From an optimization exercise on the open Yosys and OpenROAD flow, aimed at a short achievable clock period and few clock cycles; shortcuts taken in it are not production practice.
Function was checked by simulation only, so behaviour that the tests miss may differ from the original.
No activity file was given, so power comes from the tool's default toggle rates.

$ cat flow/config.mk
export PLATFORM = sky130hd
export DESIGN_NAME = mips_cpu
export DESIGN_NICKNAME = mips_cpu
export VERILOG_FILES = /design/flow/design.v
export SDC_FILE = /design/flow/constraint.sdc
export NUM_CORES = 8
export LEC_CHECK = 0
export ABC_CLOCK_PERIOD_IN_PS = 3000
export CAP_MARGIN = 20
export CORE_MARGIN = 2
export CORE_UTILIZATION = 50
export PLACE_DENSITY = 0.6
export SLEW_MARGIN = 20
$ cat flow/constraint.sdc
create_clock -name core_clock -period 12.0 [get_ports {clk}]
set_input_delay 2.4000 -clock core_clock [delete_from_list [all_inputs] [get_ports {clk}]]
set_output_delay 2.4000 -clock core_clock [all_outputs]
set_load 0.01 [all_outputs]
$ cat flow/design.v
module pc(rst, clk, newpc, pc);
input rst, clk;
input [31:0] newpc;
output reg [31:0] pc;
always@(negedge rst or posedge clk)
begin
if (!rst)
	pc <= 0 ;
else
	pc <= newpc ;
end
endmodule
module sign_extend(unextend,extended);
    input  [15:0] unextend;
    output [31:0] extended;
    assign extended = {{16{unextend[15]}}, unextend};
endmodule
module mux_32(m1,m2,sel,out);
    input [31:0] m1,m2;
    input sel;
    output [31:0] out;
    assign out=sel? m2 : m1;
endmodule 
module mux_5(rt,rd,sel,wrt_reg);
    input [4:0] rt,rd;
    input sel;
    output [4:0]wrt_reg;
    assign wrt_reg=sel? rd : rt;
endmodule 
module jump_concat(inst,pc,out_adr);
    input [25:0] inst;
    input [3:0] pc;
    output [31:0] out_adr;
    assign out_adr = {pc,inst <<2};
endmodule
module ks_add #(parameter W = 32, parameter L = 5) (a, b, ci, s, co);
    input  [W-1:0] a, b;
    input          ci;
    output [W-1:0] s;
    output         co;
    wire [W-1:0] g [0:L];
    wire [W-1:0] p [0:L];
    assign g[0] = (a & b);
    assign p[0] = (a | b);
    genvar i, k;
    generate
        for (k = 0; k < L; k = k + 1) begin : lvl
            for (i = 0; i < W; i = i + 1) begin : bt
                if (i >= (1 << k)) begin : comb
                    assign g[k+1][i] = g[k][i] | (p[k][i] & g[k][i - (1 << k)]);
                    assign p[k+1][i] = p[k][i] & p[k][i - (1 << k)];
                end else begin : ps
                    assign g[k+1][i] = g[k][i];
                    assign p[k+1][i] = p[k][i];
                end
            end
        end
    endgenerate
    wire [W:0] c;
    assign c[0] = ci;
    generate
        for (i = 1; i <= W; i = i + 1) begin : cy
            assign c[i] = g[L][i-1] | (p[L][i-1] & ci);
        end
    endgenerate
    assign s  = (a ^ b) ^ c[W-1:0];
    assign co = c[W];
endmodule
module control(inst,func,RegWrite,RegDst,AluSrc,Branch,MemWrite,MemRead,MemtoReg,AluOp,jump);
input [5:0] inst;
input [5:0] func;
output RegWrite,RegDst,AluSrc,Branch,MemWrite,MemRead,MemtoReg,jump;
output [3:0] AluOp;
reg [11:0] out;
always@(inst,func)begin
    if(inst==6'b000000)begin  
        if(func==6'b100000) out=12'b110001000100; 
        else if(func==6'b000000)out=12'b110000010100; 
        else if(func==6'b000010)out=12'b110000011000; 
        else if(func==6'b100010)out=12'b110000001100; 
        else if(func==6'b100100)out=12'b110000000000; 
        else if(func==6'b100101)out=12'b110000000010; 
        else if(func==6'b101011)out=12'b110000001110; 
        else out=12'b000000000000;
    end
    else if(inst== 6'b100011) out=12'b101001100100; 
    else if(inst==6'b101011) out=12'b001010000100; 
    else if(inst==6'b000100) out=12'b000100001100; 
    else if (inst==6'b001000) out=12'b101000000100; 
    else if(inst==6'b001101) out=12'b101000000010; 
    else if(inst==6'b000010) out=12'b000000000101; 
    else out=12'b000000000000;
end
assign RegWrite=out[11];
assign RegDst=out[10];
assign AluSrc=out[9];
assign Branch=out[8];
assign MemWrite=out[7];
assign MemRead=out[6];
assign MemtoReg=out[5];
assign AluOp=out[4:1];
assign jump=out[0];
endmodule
module register_mips(rst,clk,regwrite,read_adr1,read_adr2,dst_adr,write_data,readout1,readout2);
    input rst,clk;  
    input regwrite;  
    input [4:0] read_adr1,read_adr2,dst_adr;  
    input [31:0] write_data;  
    output [31:0] readout1, readout2;  
    reg[31:0] register_memory [31:1];  
    parameter size=32;
    integer i;
    always @ (negedge rst or posedge clk)
    begin
        if (!rst) begin
            for (i = 1; i < size; i = i + 1)
                register_memory[i] <= 32'b0;
        end
        else if (regwrite == 1'b1 && dst_adr != 5'd0) begin
            register_memory[dst_adr] <= write_data;
        end
    end
    assign readout1 = (read_adr1 == 5'd0) ? 32'b0 : register_memory[read_adr1];
    assign readout2 = (read_adr2 == 5'd0) ? 32'b0 : register_memory[read_adr2];
endmodule
module mips_cpu(rst,clk,imem_addr,imem_rdata,dmem_addr,dmem_wdata,dmem_we,dmem_rdata);
    input rst,clk;
    output [31:0] imem_addr;    
    input  [31:0] imem_rdata;   
    output [31:0] dmem_addr;    
    output [31:0] dmem_wdata;   
    output        dmem_we;      
    input  [31:0] dmem_rdata;   
    reg [29:0] pc;              
    reg [29:0] pcn;             
    reg        e_kill;          
    reg        e_wen, e_lw, e_sw, e_beq, e_pred, e_fok, e_addi;
    reg [31:0] e_nimm;          
    reg [4:0]  e_rd;
    reg [31:0] e_rsl, e_rsh, e_rtl, e_rth, e_bl, e_bh;
    reg        e_rs4, e_rt4;
    reg        e_rs4n, e_rt4n;   
    reg [15:0] e_imm;
    reg [4:0]  e_sh;
    reg        e_fb_l;
    reg        s_add, s_sub, s_and, s_or, s_slt, s_sll, s_srl;
    reg [29:0] e_npc;
    reg        m_wen, m_lw;
    reg [4:0]  m_rd;
    reg [31:0] m_res;
    reg [31:0] m_addr, m_wdata;
    reg        m_we;
    reg        w_wen;
    reg [4:0]  w_rd;
    reg [31:0] w_val;
    reg [31:0] rf [1:31];
    wire [31:0] ins = imem_rdata;
    wire [5:0]  op = ins[31:26];
    wire [5:0]  fn = ins[5:0];
    wire [4:0]  rs = ins[25:21];
    wire [4:0]  rt = ins[20:16];
    wire [4:0]  rd = ins[15:11];
    wire rtype  = (op == 6'h00);
    wire f_add  = rtype & (fn == 6'h20);
    wire f_sub  = rtype & (fn == 6'h22);
    wire f_and  = rtype & (fn == 6'h24);
    wire f_or   = rtype & (fn == 6'h25);
    wire f_slt  = rtype & (fn == 6'h2B);
    wire f_sll  = rtype & (fn == 6'h00);
    wire f_srl  = rtype & (fn == 6'h02);
    wire f_lw   = (op == 6'h23);
    wire f_sw   = (op == 6'h2B);
    wire f_beq  = (op == 6'h04);
    wire f_addi = (op == 6'h08);
    wire f_ori  = (op == 6'h0D);
    wire f_j    = (op == 6'h02);
    wire f_r3   = f_add | f_sub | f_and | f_or | f_slt;    
    wire f_sh   = f_sll | f_srl;                            
    wire f_ri   = f_addi | f_ori | f_lw;                    
    wire [4:0] f_dst = f_ri ? rt : rd;
    wire f_wen  = ((f_r3 | f_sh) & (rd != 5'd0)) | (f_ri & (rt != 5'd0));
    wire use_rs = f_r3 | f_ri | f_sw | f_beq;
    wire use_rt = f_r3 | f_sh | f_sw | f_beq;
    wire [31:0] rsl = (rs[3:0] == 4'd0) ? 32'd0 : rf[{1'b0, rs[3:0]}];
    wire [31:0] rsh = rf[{1'b1, rs[3:0]}];
    wire [31:0] rtl = (rt[3:0] == 4'd0) ? 32'd0 : rf[{1'b0, rt[3:0]}];
    wire [31:0] rth = rf[{1'b1, rt[3:0]}];
    wire ev_wen = e_wen & ~e_kill;
    wire ev_lw  = e_lw  & ~e_kill;
    wire fa_m = ev_wen & (e_rd == rs);
    wire fb_m = ev_wen & (e_rd == rt);
    wire fa_w = m_wen & (m_rd == rs);
    wire fb_w = m_wen & (m_rd == rt);
    wire stall = ev_lw & (fa_m | (fb_m & ~op[5] & ~op[3]));
    wire [29:0] pci = ~pcn;
    wire [29:0] npc = pci + 30'd1;
    wire [29:0] jt  = {2'b00, npc[29:26], ins[23:0]};
    wire [10:0] bt_lo = {1'b0, npc[9:0]} + {1'b0, ins[9:0]};
    wire [29:0] bt  = {npc[29:10], bt_lo[9:0]};
    wire        fok = bt_lo[10] ? (ins[15:10] == 6'h3F) : (ins[15:10] == 6'h00);
    wire e_az   = e_addi & ~e_kill & (e_rs4 ? (e_rsh == e_nimm) : (e_rsl == e_nimm));
    wire zknown = e_addi & ~e_kill & (((rt == 5'd0) & fa_m) | ((rs == 5'd0) & fb_m));
    wire f_pred = f_beq & (zknown ? e_az : ((rs == rt) | ins[15]));
    wire        mispredict;
    wire [29:0] redirect;
    wire [31:0] res;
    wire [31:0] a, bf, b;    
    wire [31:0] wb;
    wire [31:0] imm32 = {{16{ins[15]}}, ins[15:0]};
    wire        isrc  = f_ri | f_sw;
    wire [29:0] pc_next = mispredict ? redirect :
                          stall      ? pci :
                          f_j        ? jt :
                          f_pred     ? bt : npc;
    always @(negedge rst or posedge clk) begin
        if (!rst) begin
            pc  <= 30'd0;
            pcn <= {30{1'b1}};
            e_kill <= 1'b0;
            e_wen <= 1'b0; e_lw <= 1'b0; e_sw <= 1'b0; e_beq <= 1'b0;
        end else begin
            pc  <= pc_next;
            pcn <= ~pc_next;
            e_kill <= mispredict | stall;
            e_wen  <= f_wen;
            e_lw   <= f_lw;
            e_sw   <= f_sw;
            e_beq  <= f_beq & (ins[15:0] != 16'd0);
        end
    end
    always @(posedge clk) begin
        e_pred <= f_pred;
        e_addi <= f_addi & f_wen;
        e_nimm <= 32'd0 - {{16{ins[15]}}, ins[15:0]};
        e_fok  <= fok;
        e_rd   <= f_dst;
        e_rs4  <= rs[4];
        e_rt4  <= rt[4];
        e_rs4n <= ~rs[4];
        e_rt4n <= ~rt[4];
        e_rsl  <= fa_m ? res : fa_w ? wb : rsl;
        e_rsh  <= fa_m ? res : fa_w ? wb : rsh;
        e_rtl  <= fb_m ? res : fb_w ? wb : rtl;
        e_rth  <= fb_m ? res : fb_w ? wb : rth;
        e_bl   <= (fb_m & ~isrc) ? res : isrc ? imm32 : fb_w ? wb : rtl;
        e_bh   <= (fb_m & ~isrc) ? res : isrc ? imm32 : fb_w ? wb : rth;
        e_imm  <= ins[15:0];
        e_sh   <= ins[10:6];
        e_fb_l <= fb_m & ev_lw;
        s_add  <= f_add | f_addi | f_lw | f_sw;
        s_sub  <= f_sub;
        s_and  <= f_and;
        s_or   <= f_or | f_ori;
        s_slt  <= f_slt;
        s_sll  <= f_sll;
        s_srl  <= f_srl;
        e_npc  <= npc;
    end
    assign a  = {e_rs4n ? e_rsl[31:16] : e_rsh[31:16], e_rs4 ? e_rsh[15:0] : e_rsl[15:0]};
    assign bf = e_rt4 ? e_rth : e_rtl;
    assign b  = e_rt4n ? e_bl : e_bh;
    wire [31:0] sum, diff;
    wire        nborrow;
    ks_add #(32) add0 (.a(a), .b(b), .ci(1'b0), .s(sum), .co());
    ks_add #(32) sub0 (.a(a), .b(~bf), .ci(1'b1), .s(diff), .co(nborrow));
    assign res = ({32{s_add}} & sum)
                    | ({32{s_sub}} & diff)
                    | ({32{s_and}} & (a & bf))
                    | ({32{s_or}}  & (a | b))
                    | ({32{s_slt}} & {31'd0, ~nborrow})
                    | ({32{s_sll}} & (bf << e_sh))
                    | ({32{s_srl}} & (bf >> e_sh));
    wire eq_ll = (e_rsl == e_rtl), eq_lh = (e_rsl == e_rth);
    wire eq_hl = (e_rsh == e_rtl), eq_hh = (e_rsh == e_rth);
    wire taken = e_rs4 ? (e_rt4 ? eq_hh : eq_hl) : (e_rt4 ? eq_lh : eq_ll);
    wire ev_beq = e_beq & ~e_kill;
    assign mispredict = ev_beq & (taken ? ~(e_pred & e_fok) : e_pred);
    wire [29:0] e_bt = e_npc + {{14{e_imm[15]}}, e_imm};
    assign redirect = taken ? e_bt : e_npc;
    always @(negedge rst or posedge clk) begin
        if (!rst) begin
            m_wen <= 1'b0; m_lw <= 1'b0; m_we <= 1'b0;
        end else begin
            m_wen <= ev_wen;
            m_lw  <= ev_lw;
            m_we  <= e_sw & ~e_kill;
        end
    end
    always @(posedge clk) begin
        m_rd    <= e_rd;
        m_res   <= res;
        m_addr  <= sum;
        m_wdata <= e_fb_l ? dmem_rdata : bf;
    end
    assign wb = m_lw ? dmem_rdata : m_res;
    always @(negedge rst or posedge clk) begin
        if (!rst) begin
            w_wen <= 1'b0;
        end else begin
            w_wen <= m_wen;
        end
    end
    always @(posedge clk) begin
        w_rd  <= m_rd;
        w_val <= wb;
    end
    integer i;
    always @(negedge rst or posedge clk) begin
        if (!rst) begin
            for (i = 1; i < 32; i = i + 1)
                rf[i] <= 32'd0;
        end else if (m_wen) begin
            rf[m_rd] <= wb;
        end
    end
    assign imem_addr  = {pc, 2'b00};
    assign dmem_addr  = m_addr;
    assign dmem_wdata = m_wdata;
    assign dmem_we    = m_we;
endmodule
$ cat flow/flow/run.sh
#!/bin/bash
# Layout flow: the standard ORFS flow (standard.sh: the standard synthesis script,
# floorplan, power grid, placement, CTS and routing), with these changes in how the
# layout is made, none in what is measured (the SDC, clock period and I/O constraints
# are the design's own):
#  - the I/O port buffers are buf_8 cells rather than the delay buffer that
#    buffer_ports picks by itself;
#  - besides the platform's own don't-use cells, the slow cells with four
#    transistors in series (or4*, nor4*, a2111*, o2111*, o41*, a41*) and the ones with
#    three p-transistors in series (or3*, nor3*, o31*, o311*, o32*, a311*), listed in
#    flow/extra_dont_use.txt) are not used;
#  - after the global-route timing repair, flow/post_grt.tcl repairs the max slew and
#    max capacitance violations that repair's moves may leave.
# Each ORFS step's full log is in orfs/logs/; make's own output is in flow_make.log.
set -euo pipefail
here=$(cd "$(dirname "$0")" && pwd)
plat=$(sed -n '/^export DONT_USE_CELLS/,/^#/p' "$FLOW_HOME/platforms/sky130hd/config.mk" \
       | grep -o 'sky130_fd_sc_hd__[a-z0-9_]*' | tr '\n' ' ')
extra=$(tr '\n' ' ' < "$here/extra_dont_use.txt")
bash standard.sh SETUP_SLACK_MARGIN=8.5 TNS_END_PERCENT=100 \
  "BUFFER_PORTS_ARGS=-buffer_cell sky130_fd_sc_hd__buf_8" \
  "DONT_USE_CELLS=$plat $extra" "POST_GLOBAL_ROUTE_TCL=$here/post_grt.tcl" finish > flow_make.log 2>&1
$ cat flow/flow/extra_dont_use.txt
sky130_fd_sc_hd__a2111o_1
sky130_fd_sc_hd__a2111o_2
sky130_fd_sc_hd__a2111o_4
sky130_fd_sc_hd__a2111oi_0
sky130_fd_sc_hd__a2111oi_1
sky130_fd_sc_hd__a2111oi_2
sky130_fd_sc_hd__a2111oi_4
sky130_fd_sc_hd__a41o_1
sky130_fd_sc_hd__a41o_2
sky130_fd_sc_hd__a41o_4
sky130_fd_sc_hd__a41oi_1
sky130_fd_sc_hd__a41oi_2
sky130_fd_sc_hd__a41oi_4
sky130_fd_sc_hd__nor4_1
sky130_fd_sc_hd__nor4_2
sky130_fd_sc_hd__nor4_4
sky130_fd_sc_hd__nor4b_1
sky130_fd_sc_hd__nor4b_2
sky130_fd_sc_hd__nor4b_4
sky130_fd_sc_hd__nor4bb_1
sky130_fd_sc_hd__nor4bb_2
sky130_fd_sc_hd__nor4bb_4
sky130_fd_sc_hd__o2111a_1
sky130_fd_sc_hd__o2111a_2
sky130_fd_sc_hd__o2111a_4
sky130_fd_sc_hd__o2111ai_1
sky130_fd_sc_hd__o2111ai_2
sky130_fd_sc_hd__o2111ai_4
sky130_fd_sc_hd__o41a_1
sky130_fd_sc_hd__o41a_2
sky130_fd_sc_hd__o41a_4
sky130_fd_sc_hd__o41ai_1
sky130_fd_sc_hd__o41ai_2
sky130_fd_sc_hd__o41ai_4
sky130_fd_sc_hd__or4_1
sky130_fd_sc_hd__or4_2
sky130_fd_sc_hd__or4_4
sky130_fd_sc_hd__or4b_1
sky130_fd_sc_hd__or4b_2
sky130_fd_sc_hd__or4b_4
sky130_fd_sc_hd__or4bb_1
sky130_fd_sc_hd__or4bb_2
sky130_fd_sc_hd__or4bb_4
sky130_fd_sc_hd__a311o_1
sky130_fd_sc_hd__a311o_2
sky130_fd_sc_hd__a311o_4
sky130_fd_sc_hd__a311oi_1
sky130_fd_sc_hd__a311oi_2
sky130_fd_sc_hd__a311oi_4
sky130_fd_sc_hd__nor3_1
sky130_fd_sc_hd__nor3_2
sky130_fd_sc_hd__nor3_4
sky130_fd_sc_hd__nor3b_1
sky130_fd_sc_hd__nor3b_2
sky130_fd_sc_hd__nor3b_4
sky130_fd_sc_hd__o311a_1
sky130_fd_sc_hd__o311a_2
sky130_fd_sc_hd__o311a_4
sky130_fd_sc_hd__o311ai_0
sky130_fd_sc_hd__o311ai_1
sky130_fd_sc_hd__o311ai_2
sky130_fd_sc_hd__o311ai_4
sky130_fd_sc_hd__o31a_1
sky130_fd_sc_hd__o31a_2
sky130_fd_sc_hd__o31a_4
sky130_fd_sc_hd__o31ai_1
sky130_fd_sc_hd__o31ai_2
sky130_fd_sc_hd__o31ai_4
sky130_fd_sc_hd__o32a_1
sky130_fd_sc_hd__o32a_2
sky130_fd_sc_hd__o32a_4
sky130_fd_sc_hd__o32ai_1
sky130_fd_sc_hd__o32ai_2
sky130_fd_sc_hd__o32ai_4
sky130_fd_sc_hd__or3_1
sky130_fd_sc_hd__or3_2
sky130_fd_sc_hd__or3_4
sky130_fd_sc_hd__or3b_1
sky130_fd_sc_hd__or3b_2
sky130_fd_sc_hd__or3b_4
$ cat flow/flow/post_grt.tcl
# After the global-route timing repair: repair any max slew / max capacitance
# violations its moves (cloning, resizing) left, with global-route parasitics,
# then legalize and update the global routes of the changed nets.
log_cmd estimate_parasitics -global_routing
log_cmd global_route -start_incremental
repair_design_helper
log_cmd detailed_placement
log_cmd global_route -end_incremental
log_cmd estimate_parasitics -global_routing
$ cat flow/standard.sh
#!/bin/bash
# synth_recipe.tcl (not shown) runs the flow's synth.tcl, then flattens the netlist and writes it again
# the make line also repeats each setting of config.mk as NAME=value (left out here)
make -C /OpenROAD-flow-scripts/flow DESIGN_CONFIG=/design/flow/config.mk WORK_HOME=/design/flow/orfs CLKGATE_MAP_FILE= SYNTH_SCRIPT=/design/flow/synth_recipe.tcl "${@:-finish}"
==> out/results.ini, run 1 <==
[route]
detail_route.iter0.violations=14540
wl_um=413000
postRouteAntennaNets=0
post_drt_via_cell_ratio=7.21
avgRoutedWirePerCell_um=37.8
dr_total_vias=78729
remaining_drc_errors=0
length_of_the_first_detailed_routing_pass_in_iterations=14

[worst_setup_path]
setup.worst_path.end_class=flop
timing.setup.critical_path_class=flop to flop
reg2regPathDepth=16
arrival_ps=4690
worst_r2r_end=e_rtl[22]$_DFF_P_
ff2ff_setup_slack_ps=7990
cp-start-kind=flop
worstReg2RegStart=e_rt4n$_DFF_P_
critical_path_peak_fanout=15
crit_path_end=e_rtl[22]$_DFF_P_
crit_path_start=e_rt4n$_DFF_P_
worst_ep_required_time_ps=12680

[placed_design]
numPortBuffers=160
cell_area_after_placement_um2=81400
dpl.hpwl_um=224000
gp_congestion=1.05

[cts]
cts_inserted_buffers=160
post_cts_buffers=341
cts_max_level=4
cts_hold_buf=0
cts.clk_slew.worst_paths_ps=60
cts_num_sinks=1435
cts.repair.resized=1038
clock_path_buffers=3
clock_insertion_delay_worst_skew_ps=840
cts_tree=built
cell_at_the_root_of_the_clock_tree=sky130_fd_sc_hd__clkbuf_16

[sta]
final-hold-violation-count=0
timing.hold.ws_ps=442
clock.fmax_mhz=249
drv_slew=0
final.setup_skew_ps=54.6
timing.final.crit_share_pct=33.4
timing.setup.tns_ps=0
post-route-min-period_ps=4010
count_of_final_setup_violators=0
worstMarginPinSlew_ps=1310
slew-limit-headroom_pct=12.9

[yosys]
synth-main-ff-cell=sky130_fd_sc_hd__dfrtp_1
synth_top_cells_by_area=sky130_fd_sc_hd__dfrtp_1 34%, sky130_fd_sc_hd__dfxtp_1 9.9%, sky130_fd_sc_hd__a22oi_1 7.8%
synthTopCellsByCount=1293 x sky130_fd_sc_hd__nor2_1, 1075 x sky130_fd_sc_hd__a21oi_1, 1030 x sky130_fd_sc_hd__dfrtp_1
ys_async_sr_fraction_pct=73.9
synth-seq-area-share_pct=44.8
ys_seq_elements=1435
synth_largest_area_cell=sky130_fd_sc_hd__dfrtp_1
postSynthAreaPerCell_um2=9.12
number_of_enable_type_register_cells_in_the_synthesized_netlist=0
netlist_instances=8336
yosysWarningCount=3
syn-cell-area_um2=76000
synth_top_area_share_pct=33.9
synth_cell_types=73
yosys.cell_count.top_type=sky130_fd_sc_hd__nor2_1

[floorplanning]
die_width_um=394
die_area_um2=155000
core_footprint_um2=151000
num_io_pins=163
std_cell_rows=143
height_of_the_die_um=394
floorplan.initialDensity_pct=50.2

[finish]
fraction_of_final_layout_cells_sized_beyond_drive_strength_1_pct=27.0
layout.cell_area.non_filler_um2=101000
layout_stage_area_growth_over_the_synthesis_result_pct=32.9
filler_cell_count=11818
multi_input_comb_area_um2=44500
fin_util_pct=66.7
area_occupied_by_registers_um2=34200
design.final.nets=9022

[grt]
grtUsageTotal_pct=50.6
grt_pass1_wl_um=561000
initial_antenna_violation_count=19
grt_remaining_overflow=0
grt_pass1_vias=73448
grt_start_max_net_pins=150

[worst_hold_path]
min-delay-path-class=flop to flop

[job]
timing.max_cap.violations=0

[power_and_ir_drop]
largest_voltage_drop_on_the_vdd_net_mv=0.143
power.static_leakage_nw=39.1
areal_power_density_over_the_cells_nw_per_um2=161

[status]
status=finished clean

-- flip-flops by register name, indices dropped and copies added (netlist names), 4 cells and up --
name     cells
rf         992
e_bh        32
e_bl        32
e_rsh       32
e_rsl       32
e_rth       32
e_rtl       32
m_addr      32
m_res       32
m_wdata     32
e_npc       30
pc          30
pcn         30
e_nimm      16
e_imm       12
e_rd         5
m_rd         5
e_sh         4
-- critical path: stages, from the launching register on --
cell and delay (ps):
sky130_fd_sc_hd__dfxtp_4 430, sky130_fd_sc_hd__buf_12 150, sky130_fd_sc_hd__buf_16 200, sky130_fd_sc_hd__mux2i_2 540, sky130_fd_sc_hd__inv_1 160, sky130_fd_sc_hd__ha_4 210
sky130_fd_sc_hd__o211ai_1 240, sky130_fd_sc_hd__nand2_1 110, sky130_fd_sc_hd__a221o_2 450, sky130_fd_sc_hd__and3_4 210, sky130_fd_sc_hd__buf_4 140, sky130_fd_sc_hd__mux2i_4 160
sky130_fd_sc_hd__nor2_4 80, sky130_fd_sc_hd__a211oi_4 390, sky130_fd_sc_hd__buf_4 180, sky130_fd_sc_hd__inv_2 40, sky130_fd_sc_hd__a21o_1 150
-- cells by family after synthesis --
group / after synthesis / share of synthesized area, %
mux: 422 / 7.12
flops: 1435 / 44.8
buf+inv: 925 / 4.76
fa+ha+maj: 215 / 3.57
xor+xnor: 180 / 2.07
compound gates: 2834 / 24.0
simple gates: 2324 / 13.6
other cells: 1 / 0.00493
-- worst min-delay path by stage --
stage                         start               to  cells past startpoint
floorplan           e_rd[1]$_DFF_P_  m_rd[1]$_DFF_P_                      0
global placement    e_rd[4]$_DFF_P_  m_rd[4]$_DFF_P_                      0
detailed placement  e_rd[1]$_DFF_P_  m_rd[1]$_DFF_P_                      0
CTS                 e_rd[4]$_DFF_P_  m_rd[4]$_DFF_P_                      0
finish              e_rd[4]$_DFF_P_  m_rd[4]$_DFF_P_                      0
-- cell usage in the layout, fill, tap and decap left out, types with 96 or more instances in the layout --
master / netlist / final
sky130_fd_sc_hd__a21oi_1: 1075 / 1017
sky130_fd_sc_hd__a22oi_1: 793 / 652
sky130_fd_sc_hd__a22oi_2: 1 / 142
sky130_fd_sc_hd__buf_12: 0 / 154
sky130_fd_sc_hd__buf_16: 0 / 96
sky130_fd_sc_hd__buf_4: 10 / 313
sky130_fd_sc_hd__buf_6: 9 / 128
sky130_fd_sc_hd__buf_8: 0 / 182
sky130_fd_sc_hd__clkbuf_16: 0 / 181
sky130_fd_sc_hd__dfrtp_1: 1030 / 1026
sky130_fd_sc_hd__dfxtp_1: 375 / 303
sky130_fd_sc_hd__ha_1: 212 / 171
sky130_fd_sc_hd__inv_1: 253 / 225
sky130_fd_sc_hd__mux2i_1: 224 / 117
sky130_fd_sc_hd__nand2_1: 408 / 364
sky130_fd_sc_hd__nand4_1: 251 / 251
sky130_fd_sc_hd__nor2_1: 1293 / 1160
sky130_fd_sc_hd__nor2_4: 0 / 103
sky130_fd_sc_hd__o21ai_0: 340 / 214
-- area by class of cell --
type	instances	area share (%)
antenna	20	0.0496
clock inverter	52	0.768
clock buffer	244	4.71
multi-input combinational	5982	44.1
tap	2030	2.52
inverter	258	0.984
timing repair buffer	904	13.0
sequential	1435	33.9
-- power by group --
group | total (mW) | leakage, nW | internal, mW | switching [mW]
combinational | 4.95 | 23.4 | 2.23 | 2.72
sequential | 6.06 | 13.0 | 5.44 | 0.622
clock | 5.22 | 2.71 | 3.03 | 2.18
total | 16.2 | 39.1 | 10.7 | 5.53
-- routing by layer --
| layer | GRT usage (%) | vias to the layer above | share of wire, % |
|---|---|---|---|
| met4 | 39.2 | 28 | 9.7 |
| met1 | 61.4 | 37899 | 34 |
| met3 | 22.4 | 2259 | 16 |
| met2 | 69.9 | 7263 | 40 |
| met5 | 1.85 | - | 0.20 |
| li1 | - | 31280 | - |
-- stage by stage --
step | std cells | worst slack, ps | total power, mW
3_5_place_dp | 10031 | 6090 | 9.75
4_1_cts | 10748 | 8040 | 15.6
3_3_place_gp | 10029 | 6080 | 9.72
2_1_floorplan | 8337 | 7460 | 8.13
6_report | 10925 | 7990 | 16.2
Testbench counts, summed over its fixed seeds: cycles 56,620.
==> run 2, diff against run 1 <==
--- a/flow/design.v
+++ b/flow/design.v
@@ -137,7 +137,9 @@
     reg        e_wen, e_lw, e_sw, e_beq, e_pred, e_fok, e_addi;
     reg [31:0] e_nimm;          
     reg [4:0]  e_rd;
-    reg [31:0] e_rsl, e_rsh, e_rtl, e_rth, e_bl, e_bh;
+    reg [31:0] e_rsl, e_rsh, e_rtl, e_rth;
+    reg        e_isrc;          
+    reg [31:0] e_imm32;
     reg        e_rs4, e_rt4;
     reg        e_rs4n, e_rt4n;   
     reg [15:0] e_imm;
@@ -242,8 +244,8 @@
         e_rsh  <= fa_m ? res : fa_w ? wb : rsh;
         e_rtl  <= fb_m ? res : fb_w ? wb : rtl;
         e_rth  <= fb_m ? res : fb_w ? wb : rth;
-        e_bl   <= (fb_m & ~isrc) ? res : isrc ? imm32 : fb_w ? wb : rtl;
-        e_bh   <= (fb_m & ~isrc) ? res : isrc ? imm32 : fb_w ? wb : rth;
+        e_isrc <= isrc;
+        e_imm32 <= imm32;
         e_imm  <= ins[15:0];
         e_sh   <= ins[10:6];
         e_fb_l <= fb_m & ev_lw;
@@ -257,8 +259,8 @@
         e_npc  <= npc;
     end
     assign a  = {e_rs4n ? e_rsl[31:16] : e_rsh[31:16], e_rs4 ? e_rsh[15:0] : e_rsl[15:0]};
-    assign bf = e_rt4 ? e_rth : e_rtl;
-    assign b  = e_rt4n ? e_bl : e_bh;
+    assign bf = {e_rt4n ? e_rtl[31:16] : e_rth[31:16], e_rt4 ? e_rth[15:0] : e_rtl[15:0]};
+    assign b  = e_isrc ? e_imm32 : bf;
     wire [31:0] sum, diff;
     wire        nborrow;
     ks_add #(32) add0 (.a(a), .b(b), .ci(1'b0), .s(sum), .co());
--- a/flow/config.mk
+++ b/flow/config.mk
@@ -8,6 +8,6 @@
 export ABC_CLOCK_PERIOD_IN_PS = 3000
 export CAP_MARGIN = 20
 export CORE_MARGIN = 2
-export CORE_UTILIZATION = 50
-export PLACE_DENSITY = 0.6
+export CORE_UTILIZATION = 40
+export PLACE_DENSITY = 0.55
 export SLEW_MARGIN = 20
==> run 2 against run 1 <==
- via count decreased by 4.9%
- sequential power fell by 4.1%
- setup slack got worse by 66 ps
- die area up 20%
- clock skew down 21 ps
- clock-buffer cell count is 24 lower
- total power decreased by 6.2%
- register-to-register slack improved by 70 ps
- critical endpoint is now e_rth[28]$_DFF_P_
- largest cell class unchanged
- largest power group unchanged
- highest routed layer unchanged
==> out/results.ini, run 2 <==
[worst_setup_path]
worst_ep_required_time_ps=12690
crit_path_start=imem_rdata[16]
worst_r2r_end=e_rth[26]$_DFF_P_
crit_path_end=e_rth[28]$_DFF_P_
timing.setup.critical_path_class=input port to flop
cp-start-kind=input port
critical_path_peak_fanout=46
reg2regPathDepth=19
arrival_ps=4770
setup.worst_path.end_class=flop
ff2ff_setup_slack_ps=8060
worstReg2RegStart=e_rt4$_DFF_P_

[yosys]
synthTopCellsByCount=1303 x sky130_fd_sc_hd__nor2_1, 1039 x sky130_fd_sc_hd__a21oi_1, 1030 x sky130_fd_sc_hd__dfrtp_1
number_of_enable_type_register_cells_in_the_synthesized_netlist=0
syn-cell-area_um2=73300
synth-seq-area-share_pct=44.7
synth-main-ff-cell=sky130_fd_sc_hd__dfrtp_1
synth_largest_area_cell=sky130_fd_sc_hd__dfrtp_1
yosysWarningCount=3
synth_top_area_share_pct=35.1
postSynthAreaPerCell_um2=9.03
yosys.cell_count.top_type=sky130_fd_sc_hd__nor2_1
synth_top_cells_by_area=sky130_fd_sc_hd__dfrtp_1 35%, sky130_fd_sc_hd__dfxtp_1 8.5%, sky130_fd_sc_hd__a22oi_1 8.1%
ys_seq_elements=1372
synth_cell_types=77
ys_async_sr_fraction_pct=77.3
netlist_instances=8121

[cts]
cts_tree=built
clock_insertion_delay_worst_skew_ps=840
cts_inserted_buffers=150
cts_max_level=4
cts.clk_slew.worst_paths_ps=60
cell_at_the_root_of_the_clock_tree=sky130_fd_sc_hd__clkbuf_16
cts.repair.resized=704
cts_hold_buf=0
cts_num_sinks=1372
clock_path_buffers=3
post_cts_buffers=201

[floorplanning]
height_of_the_die_um=432
num_io_pins=163
die_area_um2=187000
floorplan.initialDensity_pct=40.1
die_width_um=432
core_footprint_um2=183000
std_cell_rows=157

[route]
post_drt_via_cell_ratio=6.84
detail_route.iter0.violations=13467
postRouteAntennaNets=0
wl_um=401000
length_of_the_first_detailed_routing_pass_in_iterations=10
remaining_drc_errors=0
avgRoutedWirePerCell_um=36.7
dr_total_vias=74874

[grt]
grt_pass1_wl_um=530000
grt_remaining_overflow=0
grt_start_max_net_pins=151
grtUsageTotal_pct=39.7
grt_pass1_vias=68977
initial_antenna_violation_count=25

[placed_design]
gp_congestion=0.996
post-place-cells=10196
dpl.hpwl_um=216000
numPortBuffers=160
place_worst_setup_slack_ps=6450

[sta]
final-hold-violation-count=0
fin_ws_ps=7920
slew-limit-headroom_pct=16.3
timing.final.crit_share_pct=34.0
final.setup_skew_ps=34.1
timing.setup.tns_ps=0
clock.fmax_mhz=245
count_of_final_setup_violators=0
drv_slew=0
worstMarginPinSlew_ps=1260
post-route-min-period_ps=4080

[power_and_ir_drop]
areal_power_density_over_the_cells_nw_per_um2=161
total_power_mw=15.2
power.share.switching_pct=34.3
switchingPower_mw=5.23
clkPwrFrac_pct=31.9
cell_internal_pwr_mw=10.0
power.static_leakage_nw=36.6
largest_voltage_drop_on_the_vdd_net_mv=0.164
power_frac_comb_pct=29.9
power_frac_seq_pct=38.2

[finish]
layout_stage_area_growth_over_the_synthesis_result_pct=29.1
largest_register=rf
design.final.nets=8695
layoutNonFillerInstCount=10944
number_of_flip_flops_under_the_largest_register_name=992
layout_commonest_cell=sky130_fd_sc_hd__nor2_1
filler_cell_count=16332
layout_common_cells=1177 x sky130_fd_sc_hd__nor2_1, 1028 x sky130_fd_sc_hd__dfrtp_1, 1004 x sky130_fd_sc_hd__a21oi_1
fraction_of_final_layout_cells_sized_beyond_drive_strength_1_pct=23.9

[worst_hold_path]
min-delay-path-class=flop to flop

[job]
timing.max_cap.violations=0

[status]
status=finished clean

run 2: cell count changes after synthesis, sizes merged, moves of 21 or more:
cell	before	now
mux4	82	52
a31oi	66	28
nand4	251	292
o22ai	31	83
nand3	89	68
nand2	409	313
o21bai	38	11
dfxtp	375	312
o21ai	346	392
a21oi	1075	1040
run 2: area by class of cell:
cell class	count	area [um^2]	area share, %
diodes	16	40.0	0.0423
clock buffers	220	4490	4.74
clock inverters	61	599	0.633
inverters	268	1020	1.08
multi-input cells	5837	41500	43.8
flip-flops and latches	1372	32900	34.8
well taps	2385	2980	3.15
repair buffers	785	11100	11.7
run 2: how the worst min path moves through the flow:
| stage | from | endpoint | slack [ps] | cells past startpoint |
|---|---|---|---|---|
| global placement | e_rd[1]$_DFF_P_ | m_rd[1]$_DFF_P_ | 400 | 0 |
| finish | e_rd[2]$_DFF_P_ | m_rd[2]$_DFF_P_ | 410 | 0 |
| CTS | e_rd[2]$_DFF_P_ | m_rd[2]$_DFF_P_ | 410 | 0 |
| floorplan | e_rd[0]$_DFF_P_ | m_rd[0]$_DFF_P_ | 380 | 0 |
| detailed placement | e_rd[1]$_DFF_P_ | m_rd[1]$_DFF_P_ | 400 | 0 |
run 2: critical path, stage by stage:
cell	delay, ps
sky130_fd_sc_hd__buf_12	110
sky130_fd_sc_hd__buf_4	130
sky130_fd_sc_hd__buf_8	120
sky130_fd_sc_hd__buf_6	110
sky130_fd_sc_hd__nand2b_4	120
sky130_fd_sc_hd__nor2_4	90
sky130_fd_sc_hd__buf_12	180
sky130_fd_sc_hd__a22o_1	400
sky130_fd_sc_hd__a221oi_1	250
sky130_fd_sc_hd__nand4_1	130
sky130_fd_sc_hd__nor2_1	360
sky130_fd_sc_hd__o22ai_2	110
run 2: cells by family after synthesis:
| group | count (synthesis) | share of synthesized area, % |
|---|---|---|
| other | 1 | 0.00511 |
| AOI/OAI and AO/OA | 2790 | 24.4 |
| buffers and inverters | 921 | 4.86 |
| muxes | 396 | 6.49 |
| xor gates and xnor gates | 174 | 2.08 |
| DFF | 1372 | 44.7 |
| and+or+nand+nor | 2252 | 13.8 |
| adders and majority gates | 215 | 3.70 |
run 2: power groups by stage:
stage	Sequential [mW]	Clock (mW)	Combinational (mW)
after floorplan	5.60	0	2.25
after global placement	5.82	0	3.60
after detailed placement	5.82	0	3.63
after CTS	5.77	4.86	4.11
final	5.81	4.85	4.56
run 2: through the flow:
step	util, %	hold slack, ps	instance area, um^2
after floorplan	-	375	75100
after global placement	43.3	395	79200
after detailed placement	43.4	396	79200
after CTS	49.6	407	90500
final	51.8	411	94700
run 2: layer usage:
layer,share of wire [%],track usage (%)
met3,14,13.1
met1,36,49.9
met4,8.9,26.0
met5,0.041,0
met2,41,58.1
Testbench counts of run 2, summed over its fixed seeds: cycles 56,620.
==> run 3, diff against run 2 <==
--- a/flow/design.v
+++ b/flow/design.v
@@ -137,9 +137,7 @@
     reg        e_wen, e_lw, e_sw, e_beq, e_pred, e_fok, e_addi;
     reg [31:0] e_nimm;          
     reg [4:0]  e_rd;
-    reg [31:0] e_rsl, e_rsh, e_rtl, e_rth;
-    reg        e_isrc;          
-    reg [31:0] e_imm32;
+    reg [31:0] e_rsl, e_rsh, e_rtl, e_rth, e_bl, e_bh;
     reg        e_rs4, e_rt4;
     reg        e_rs4n, e_rt4n;   
     reg [15:0] e_imm;
@@ -210,6 +208,9 @@
     wire [31:0] wb;
     wire [31:0] imm32 = {{16{ins[15]}}, ins[15:0]};
     wire        isrc  = f_ri | f_sw;
+    wire ra_m = fa_m, ra_w = ~fa_m & fa_w, ra_r = ~fa_m & ~fa_w;
+    wire rb_m = fb_m, rb_w = ~fb_m & fb_w, rb_r = ~fb_m & ~fb_w;
+    wire bb_m = rb_m & ~isrc, bb_w = rb_w & ~isrc, bb_r = rb_r & ~isrc;
     wire [29:0] pc_next = mispredict ? redirect :
                           stall      ? pci :
                           f_j        ? jt :
@@ -240,12 +241,12 @@
         e_rt4  <= rt[4];
         e_rs4n <= ~rs[4];
         e_rt4n <= ~rt[4];
-        e_rsl  <= fa_m ? res : fa_w ? wb : rsl;
-        e_rsh  <= fa_m ? res : fa_w ? wb : rsh;
-        e_rtl  <= fb_m ? res : fb_w ? wb : rtl;
-        e_rth  <= fb_m ? res : fb_w ? wb : rth;
-        e_isrc <= isrc;
-        e_imm32 <= imm32;
+        e_rsl  <= ({32{ra_m}} & res) | ({32{ra_w}} & wb) | ({32{ra_r}} & rsl);
+        e_rsh  <= ({32{ra_m}} & res) | ({32{ra_w}} & wb) | ({32{ra_r}} & rsh);
+        e_rtl  <= ({32{rb_m}} & res) | ({32{rb_w}} & wb) | ({32{rb_r}} & rtl);
+        e_rth  <= ({32{rb_m}} & res) | ({32{rb_w}} & wb) | ({32{rb_r}} & rth);
+        e_bl   <= ({32{bb_m}} & res) | ({32{bb_w}} & wb) | ({32{bb_r}} & rtl) | ({32{isrc}} & imm32);
+        e_bh   <= ({32{bb_m}} & res) | ({32{bb_w}} & wb) | ({32{bb_r}} & rth) | ({32{isrc}} & imm32);
         e_imm  <= ins[15:0];
         e_sh   <= ins[10:6];
         e_fb_l <= fb_m & ev_lw;
@@ -259,8 +260,8 @@
         e_npc  <= npc;
     end
     assign a  = {e_rs4n ? e_rsl[31:16] : e_rsh[31:16], e_rs4 ? e_rsh[15:0] : e_rsl[15:0]};
-    assign bf = {e_rt4n ? e_rtl[31:16] : e_rth[31:16], e_rt4 ? e_rth[15:0] : e_rtl[15:0]};
-    assign b  = e_isrc ? e_imm32 : bf;
+    assign bf = e_rt4 ? e_rth : e_rtl;
+    assign b  = e_rt4n ? e_bl : e_bh;
     wire [31:0] sum, diff;
     wire        nborrow;
     ks_add #(32) add0 (.a(a), .b(b), .ci(1'b0), .s(sum), .co());
==> run 3 against run 2 <==
- worst hold slack improved by 2.5 ps
- global-route usage rose by 1.4 points
- die area rose by 2.2%
- highest routed layer unchanged
==> out/results.ini, run 3 <==
[worst_setup_path]
timing.critical_path.slowest_stage_cell=sky130_fd_sc_hd__nand4_1
cp_num_buf_inv=6
worst_r2r_end=pc[13]$_DFF_PN0_
cp-start-kind=input port
path_delay_family=simple AND/OR/NAND/NOR gates
critical_path_peak_fanout=8
timing.setup.critical_path_class=input port to flop
arrival_ps=4760
critical-path-max-stage-delay_ps=580
setup.worst_path.end_class=flop
ff2ff_setup_slack_ps=8060
crit_path_cell_trace=buf_12 > or2_4 > buf_6 > buf_6 > nor2_4 > buf_12 > buf_6 > buf_12 > a22o_1 > a221oi_2 > nand4_1 > o21ai_2 > nand2_1
reg2regPathDepth=18
cp.depth=13
worstReg2RegStart=e_rs4$_DFF_P_
worst_ep_required_time_ps=12710

[grt]
grt_pass1_vias=71354
grt_pass1_wl_um=558000
grt_start_max_net_pins=162
grtUsageTotal_pct=41.1
initial_antenna_violation_count=22
grt_remaining_overflow=0

[cts]
post_cts_buffers=376
clock_path_buffers=3
cts_inserted_buffers=158
clock_insertion_delay_worst_skew_ps=850
cts.clk_slew.worst_paths_ps=60
cts.repair.resized=1110
cell_at_the_root_of_the_clock_tree=sky130_fd_sc_hd__clkbuf_16
cts_hold_buf=0
cts_max_level=4
cts_num_sinks=1435
cts_tree=built

[yosys]
yosysWarningCount=3
number_of_enable_type_register_cells_in_the_synthesized_netlist=0
yosys.cell_count.top_type=sky130_fd_sc_hd__nor2_1
synth_top_cells_by_area=sky130_fd_sc_hd__dfrtp_1 34%, sky130_fd_sc_hd__dfxtp_1 10%, sky130_fd_sc_hd__a21oi_1 7.5%
dominant_combinational_cell_family_by_area_after_synthesis=compound AO/OA/AOI/OAI gates
synthTopCellsByCount=1330 x sky130_fd_sc_hd__nor2_1, 1121 x sky130_fd_sc_hd__a21oi_1, 1030 x sky130_fd_sc_hd__dfrtp_1
postSynthAreaPerCell_um2=9.07
synth_cell_types=82
ys_seq_elements=1435
syn-cell-area_um2=75000
yosys.area_share.adder_pct=3.62
ys_async_sr_fraction_pct=73.9
synth_top_area_share_pct=34.4
netlist_instances=8267
synth_largest_area_cell=sky130_fd_sc_hd__dfrtp_1
synthXorXnorAreaFrac_pct=2.18
synth_simple_gate_area_share_pct=13.4
synth-main-ff-cell=sky130_fd_sc_hd__dfrtp_1
synth-compound-area-share_pct=24.6
synth-seq-area-share_pct=45.4
synth.mux.area_fraction_pct=5.97

[worst_hold_path]
holdPathEnd=m_rd[0]$_DFF_P_
min-delay-path-class=flop to flop
hold_path_startpoint=e_rd[0]$_DFF_P_
timing.hold.worst_path_depth=0

[sta]
final-hold-violation-count=0
timing.setup.tns_ps=0
drv_slew=0
post-route-min-period_ps=4050
worstMarginPinSlew_ps=1140
slew-limit-headroom_pct=24.2
clock.fmax_mhz=247
final.setup_skew_ps=48.9
timing.final.crit_share_pct=33.8
count_of_final_setup_violators=0

[finish]
layout_commonest_cell=sky130_fd_sc_hd__nor2_1
layout_stage_area_growth_over_the_synthesis_result_pct=36.7
largest_register=rf
layout_common_cells=1208 x sky130_fd_sc_hd__nor2_1, 1065 x sky130_fd_sc_hd__a21oi_1, 1029 x sky130_fd_sc_hd__dfrtp_1
number_of_flip_flops_under_the_largest_register_name=992
fraction_of_final_layout_cells_sized_beyond_drive_strength_1_pct=28.7
layout.cell_area.non_filler_um2=102000
filler_cell_count=16036
design.final.nets=9080

[job]
timing.max_cap.violations=0

[placed_design]
numPortBuffers=160
cell_area_after_placement_um2=81700
dpl.hpwl_um=218000
gp_congestion=1.02

[floorplanning]
die_width_um=437
std_cell_rows=158
num_io_pins=163
die_area_um2=191000
core_footprint_um2=186000
height_of_the_die_um=437
floorplan.initialDensity_pct=40.3

[route]
post_drt_via_cell_ratio=6.68
avgRoutedWirePerCell_um=36.1
dr_total_vias=76302
postRouteAntennaNets=0
wl_um=412000
remaining_drc_errors=0
detail_route.iter0.violations=12923
length_of_the_first_detailed_routing_pass_in_iterations=10

[power_and_ir_drop]
power.share.switching_pct=34.1
power_frac_comb_pct=30.9
cell_internal_pwr_mw=10.6
areal_power_density_over_the_cells_nw_per_um2=157
clkPwrFrac_pct=31.7
power.static_leakage_nw=39.8
power_frac_seq_pct=37.4
largest_voltage_drop_on_the_vdd_net_mv=0.158
switchingPower_mw=5.48

[status]
status=finished clean

run 3: cell types whose count changed in the layout (fill, tap and decap cells not counted), sizes merged, moves of 57 or more:
cell,change
buf,+235
nand4,-100
nand2,+97
a22o,+72
dfxtp,+63
a21oi,+86
a221oi,+57
a22oi,-146
o22ai,-66
nand3,+65
run 3: power groups by stage:
| stage | Combinational [mW] | Clock (mW) | Sequential, mW |
|---|---|---|---|
| floorplan | 2.27 | 0 | 5.86 |
| global placement | 3.66 | 0 | 6.02 |
| detailed placement | 3.71 | 0 | 6.02 |
| CTS | 4.50 | 5.09 | 5.97 |
| finish | 4.96 | 5.08 | 6.01 |
run 3: worst max-delay path by stage:
stage,slack [ps],to,start
6_report,7950,e_rsh[20]$_DFF_P_,imem_rdata[21]
4_1_cts,8030,e_rsl[28]$_DFF_P_,e_rs4$_DFF_P_
3_5_place_dp,6030,e_bh[17]$_DFF_P_,imem_rdata[19]
3_3_place_gp,6090,e_bh[10]$_DFF_P_,imem_rdata[19]
2_1_floorplan,7590,pc[8]$_DFF_PN0_,imem_rdata[18]
run 3: final cells by class:
type                       instances  area [um^2]  area share (%)
antenna                           11         27.5          0.0269
sequential                      1435        34200            33.4
clock buffer                     233         4610            4.50
tap                             2480         3100            3.03
clock inverter                    54          696           0.679
timing repair buffer            1022        14900            14.5
inverter                         248          960           0.937
multi-input combinational       5934        44000            43.0
run 3: logic make-up after synthesis:
group	Yosys count
xor gates and xnor gates	187
DFF	1435
and+or+nand+nor	2303
AOI/OAI and AO/OA	2865
other	1
adders and majority gates	215
muxes	353
buffers and inverters	908
run 3: per-layer routing:
layer | track usage, % | routed length (um) | share of wire, %
met3 | 14.1 | 53100 | 13
met5 | 0.781 | 537 | 0.13
met1 | 49.6 | 146000 | 36
met2 | 59.3 | 171000 | 42
met4 | 33.1 | 40900 | 9.9
run 3: through the flow:
stage	util (%)	power [mW]	hold slack, ps	cells	setup slack [ps]
global placement	43.9	9.69	391	10422	6090
floorplan	-	8.13	363	8268	7590
finish	55.1	16.1	414	11417	7950
CTS	53.1	15.6	402	11207	8030
detailed placement	44.0	9.73	385	10427	6030
Testbench counts of run 3, summed over its fixed seeds: cycles 56,620.

-- port drivers added, routing unchanged --
Ports are ideal in the flow. The routed layouts listed here were re-timed in OpenROAD. Step 1 (the two cells are an assumption about what drives the block):
set clk [get_ports {clk}]
set_driving_cell -lib_cell sky130_fd_sc_hd__clkbuf_16 $clk
set_driving_cell -lib_cell sky130_fd_sc_hd__buf_2 [delete_from_list [all_inputs] $clk]
Step 2, shift: input delay + t, output delay - t, t = (earliest + latest rising clock arrival at the registers) / 2. This alone moves slack from input paths to output paths. Slacks: ideal ports / drivers / drivers and shift; pairs: ideal ports / drivers.
run	shift t [ns]	setup WS [ns]	hold WS [ns]	worst setup path at the end	pins driven straight from the clock port
run 1	0.897	7.987 / 7.987 / 7.131	0.442 / 0.442 / 0.442	input to register	1
run 2	0.907	7.921 / 7.961 / 7.054	0.411 / 0.411 / 0.411	input to register	1
run 3	0.922	7.946 / 7.952 / 7.030	0.414 / 0.414 / 0.414	input to register	1
After both steps every run listed still meets setup and hold. For run 3, which loses most, drivers alone change the setup slack by +0.006 ns; drivers and shift together by -0.916 ns.
